What follows belongs to an exercise in optimizing a design on an open flow for small area; a production flow would make more cautious choices. The RTL was checked by simulation tests, not by an equivalence proof against the original design. No driver is modelled on the clock port, so clocking that relies on it looks cheaper here than on a real chip. Power and IR drop assume default switching activity.

harbor:
## ReactionGame
module ReactionGame(
    input        CLOCK_50,
    input        reset,
    input  [1:0] KEY,
    output [9:0] LEDR,
    output [6:0] HEX0,
    output [6:0] HEX1
);
export LEC_CHECK = 0
export CAP_MARGIN = 20
export CORE_MARGIN = 2
export CORE_UTILIZATION = 40
export SLEW_MARGIN = 20
create_clock -name core_clock -period 25.0 [get_ports {CLOCK_50}]
standard.sh (not shown) runs the stock make flow with config.mk's settings and CLKGATE_MAP_FILE= SYNTH_SCRIPT=/design/flow/synth_recipe.tcl, a recipe that flattens the netlist after the stock synthesis.
==> flow/flow/run.sh <==
#!/bin/bash
# Own layout flow: the standard synthesis, an area re-mapping of its
# combinational logic (flip-flops untouched, proven equivalent), then the
# standard layout steps.
set -euo pipefail
W=$(pwd)
F=$W/flow
R=$W/orfs/results/$FLOW_PLATFORM/ReactionGame/base
LIB=$FLOW_HOME/platforms/$FLOW_PLATFORM/lib/sky130_fd_sc_hd__tt_025C_1v80.lib
DONTUSE=$(cat "$F/dontuse.txt")

bash standard.sh synth > "$W/log_synth.txt" 2>&1
cp "$R/1_2_yosys.v" "$W/std.v"
python3 "$F/cutff.py" "$W/std.v" "$W/std_cut.v" > "$W/log_cut.txt" 2>&1

# Several seeds of ABC's deep synthesis in parallel; keep the smallest
# re-mapping that is proven equivalent to the standard netlist.
# Runs 1..6 start deep synthesis from the netlist as it is, runs 7..12 from
# a &synch2 &dc2 rewrite of it, each with its own seed.
subst() { sed -e "s|@LIB@|$LIB|g" -e "s|@TOP@|$FLOW_TOP|g" -e "s|@ABC@|$2/abc.script|g" -e "s|@SEED@|$3|g" -e "s|@PRE@|$4|g" -e "s|@DONTUSE@|$DONTUSE|g" "$1"; }
RUNS="1 2 3 4 5 6 7 8 9 10 11 12"
for s in $RUNS; do
  D=$W/reopt_$s
  if (( s > 6 )); then PRE="\&synch2; \&dc2"; SEED=$((s - 6)); else PRE=""; SEED=$s; fi
  mkdir -p "$D"
  subst "$F/abc.script" "$D" $SEED "$PRE" | tr ';' '\n' > "$D/abc.script"
  subst "$F/reopt.ys" "$D" $SEED "" > "$D/reopt.ys"
  subst "$F/equiv.ys" "$D" $SEED "" > "$D/equiv.ys"
  ( cd "$D" && yosys -s reopt.ys > log_reopt.txt 2>&1 &&
    python3 "$F/cutff.py" out.v out_cut.v > log_cut.txt 2>&1 &&
    cp "$W/std_cut.v" std_cut.v &&
    yosys -s equiv.ys > log_equiv.txt 2>&1 &&
    python3 "$F/area.py" out.v "$LIB" | tail -1 | awk '{print $2}' > area.txt ) &
  if (( s % 4 == 0 )); then wait; fi
done
wait
best=""; besta=""
for s in $RUNS; do
  a=$(cat "$W/reopt_$s/area.txt" 2>/dev/null || true)
  [[ -n "$a" ]] || continue
  if [[ -z "$besta" ]] || awk "BEGIN{exit !($a < $besta)}"; then best=$s; besta=$a; fi
done
echo "best seed: ${best:-none} area ${besta:-none}" > "$W/log_pick.txt"
if [[ -n "$best" ]]; then
  cp "$W/reopt_$best/out.v" "$W/out.v"
  cp "$W/out.v" "$R/1_2_yosys.v"
  rm -f "$R/1_synth.odb" "$R/1_synth.sdc"
fi
bash standard.sh BUFFER_PORTS_ARGS="-buffer_cell sky130_fd_sc_hd__buf_1" SKIP_REPAIR_TIE_FANOUT=1 PRE_CTS_TCL="$F/cts_pre.tcl" CTS_ARGS="-sink_clustering_enable -repair_clock_nets -dont_use_dummy_load -buf_list sky130_fd_sc_hd__buf_6 -sink_clustering_size 20 -sink_clustering_max_diameter 60" finish > "$W/log_finish.txt" 2>&1
Other scripts of this flow, unchanged in this note and not shown: flow/flow/abc.script, flow/flow/area.py, flow/flow/cts_pre.tcl, flow/flow/cutff.py, flow/flow/dontuse.txt, flow/flow/equiv.ys, flow/flow/reopt.ys
#### Input delta (amber over harbor)
-- flow/design.v --
<<< harbor, line 16
    reg [3:0] hi_t, hi_o, lo;
    reg  [31:0] lfsr;
    wire        fill, fill_bit;
    wire        fb = fill ? fill_bit : lfsr[31] ^ lfsr[21] ^ lfsr[1] ^ lfsr[0];
>>> amber, line 16
    reg [3:0] hi_t, hi_o, lo;
    reg  [31:0] lfsr;
    reg         fresh;    
    wire        fill, fill_bit;
    wire        fb = fill ? fill_bit : lfsr[31] ^ lfsr[21] ^ lfsr[1] ^ lfsr[0];
<<< harbor, line 47
    assign ho_inc[2] = (hi_o[2] & ~hi_o[0]) | (hi_o[2] & ~hi_o[1]) | (~hi_o[2] & hi_o[1] & hi_o[0]);
    assign ho_inc[3] = (hi_o[3] & ~hi_o[0]) | (hi_o[2] & hi_o[1] & hi_o[0]);
    assign ht_inc[0] = (~hi_t[0]) | (hi_t[3] & hi_t[2]);
    assign ht_inc[1] = ~((~hi_t[1] & ~hi_t[0]) | (hi_t[1] & hi_t[0]) | (hi_t[3] & hi_t[2]));
    assign ht_inc[2] = (hi_t[2] & ~hi_t[0]) | (~hi_t[2] & hi_t[1] & hi_t[0]) | (~hi_t[3] & hi_t[2] & ~hi_t[1]);
    assign ht_inc[3] = (hi_t[3]) | (hi_t[2] & hi_t[1] & hi_t[0]);
    assign lo_inc[0] = (~lo[0]);
>>> amber, line 48
    assign ho_inc[2] = (hi_o[2] & ~hi_o[0]) | (hi_o[2] & ~hi_o[1]) | (~hi_o[2] & hi_o[1] & hi_o[0]);
    assign ho_inc[3] = (hi_o[3] & ~hi_o[0]) | (hi_o[2] & hi_o[1] & hi_o[0]);
    assign ht_inc[0] = (~hi_t[0]);
    assign ht_inc[1] = (~hi_t[1] & hi_t[0]) | (hi_t[1] & ~hi_t[0]);
    assign ht_inc[2] = (hi_t[2] & ~hi_t[0]) | (~hi_t[2] & hi_t[1] & hi_t[0]) | (hi_t[2] & ~hi_t[1]);
    assign ht_inc[3] = (hi_t[3]) | (hi_t[2] & hi_t[1] & hi_t[0]);
    assign lo_inc[0] = (~lo[0]);
<<< harbor, line 80
    wire ho9 = (hi_o[3] & hi_o[0]);
    wire ho5 = (hi_o[2] & ~hi_o[1] & hi_o[0]);
    wire ht12 = (hi_t[3] & hi_t[2] & ~hi_t[0]);
    wire lo11 = (lo[3] & lo[1] & lo[0]);
    wire lo0 = (~lo[3] & ~lo[2] & ~lo[1] & ~lo[0]);
    wire zero     = lo0 & ht12 & ho5;
    assign fill     = (hi_t == 4'd13) & (hi_o == 4'd3 || hi_o == 4'd4 || hi_o == 4'd5);
    assign fill_bit = (hi_o == 4'd5 && lo >= 4'd4) ? (lo == 4'd10) : ~(lo[1] ^ lo[0]);
    wire active   = state[0];
>>> amber, line 81
    wire ho9 = (hi_o[3] & hi_o[0]);
    wire ho5 = (hi_o[2] & ~hi_o[1] & hi_o[0]);
    wire ht12 = (hi_t[3] & hi_t[2]);
    wire lo11 = (lo[3] & lo[1] & lo[0]);
    wire lo0 = (~lo[3] & ~lo[2] & ~lo[1] & ~lo[0]);
    wire zero     = lo0 & ht12 & ho5;
    assign fill     = fresh & (hi_t == 4'd8) & (hi_o == 4'd3 || hi_o == 4'd4 || hi_o == 4'd5);
    assign fill_bit = (hi_o == 4'd5 && lo >= 4'd4) ? (lo == 4'd10) : ~(lo[1] ^ lo[0]);
    wire active   = state[0];
<<< harbor, line 95
    reg [11:0] idle_v;
    always @(*) begin
        case (lfsr[1:0])
            2'b00:   idle_v = {4'd10, 4'd4, 4'd2};
            2'b01:   idle_v = {4'd8, 4'd3, 4'd4};
>>> amber, line 96
    reg [11:0] idle_v;
    always @(*) begin
        case (reset ? 2'b01 : lfsr[1:0])
            2'b00:   idle_v = {4'd10, 4'd4, 4'd2};
            2'b01:   idle_v = {4'd8, 4'd3, 4'd4};
<<< harbor, line 101
            default: idle_v = {4'd0, 4'd0, 4'd0};
        endcase
        if (reset) idle_v = {4'd13, 4'd3, 4'd4};
    end
    always @(posedge CLOCK_50) begin
>>> amber, line 102
            default: idle_v = {4'd0, 4'd0, 4'd0};
        endcase
    end
    always @(posedge CLOCK_50) begin
<<< harbor, line 121
        if (idle)
            chosen <= lfsr[1];
        if (reset) begin
            state <= S_IDLE;
>>> amber, line 121
        if (idle)
            chosen <= lfsr[1];
        fresh <= reset | (fresh & ~(idle & zero));
        if (reset) begin
            state <= S_IDLE;
--- outcome ---
- Area used by sequential logic in the layout went up slightly going from harbor to amber.
- [compare] base=harbor new=amber: final standard cell area without fillers +about 0.6%, worst setup slack +0.060 ns, cell area after technology mapping +about 0.6%.
- Between harbor and amber, the combinational group share of total power is lower for harbor.
- Compared with harbor, amber is hungrier on power.
- On core utilization, harbor and amber are neck and neck.
- Taking harbor over amber, the non-clock inverter instance count of the final layout ratio works out to 1.10.
- First-iteration DRC count shrinks by more than a quarter when moving from harbor to amber.
- The via count of amber is lower than that of harbor.
- Relative to harbor, the first-pass GRT wire length of amber is lower by 110 um.
- Fraction of area in multi-input gates: harbor vs amber — no meaningful difference
- Between harbor and amber, number of cells in the finished layout apart from fillers is lower for amber, harbor comes in above that.

==> afterwards: timing with drivers on the ports <==
In the flow no input, the clock included, has a driving cell. The finished layouts below were timed again as built, in two steps. Step 1 assumes that a clkbuf_16 drives the clock port and a buf_2 every other input. Step 2 adds t to the input delays and takes it off the output delays; t is the mean of the earliest and latest rising clock arrival at the registers after step 1. Input paths then give back, and output paths get back, about the clock's delay inside the block. a / b / c = ideal / step 1 / step 2; a / b = the first two.
| run | t, ns | slack for setup (ns) | hold slack, ns | slew at the worst register clock pin (ns) | worst slew at a driven data input, ns |
|---|---|---|---|---|---|
| harbor | 0.178 | 13.975 / 13.946 / 13.946 | 0.310 / 0.310 / 0.310 | 0.11 / 0.11 | 0.03 |
| amber | 0.184 | 14.035 / 14.011 / 14.011 | 0.316 / 0.316 / 0.316 | 0.11 / 0.11 | 0.03 |
After both steps setup and hold are still met in every run listed. The setup slack of harbor, which loses most, moves by -0.029 ns with the drivers and by -0.029 ns with both steps.
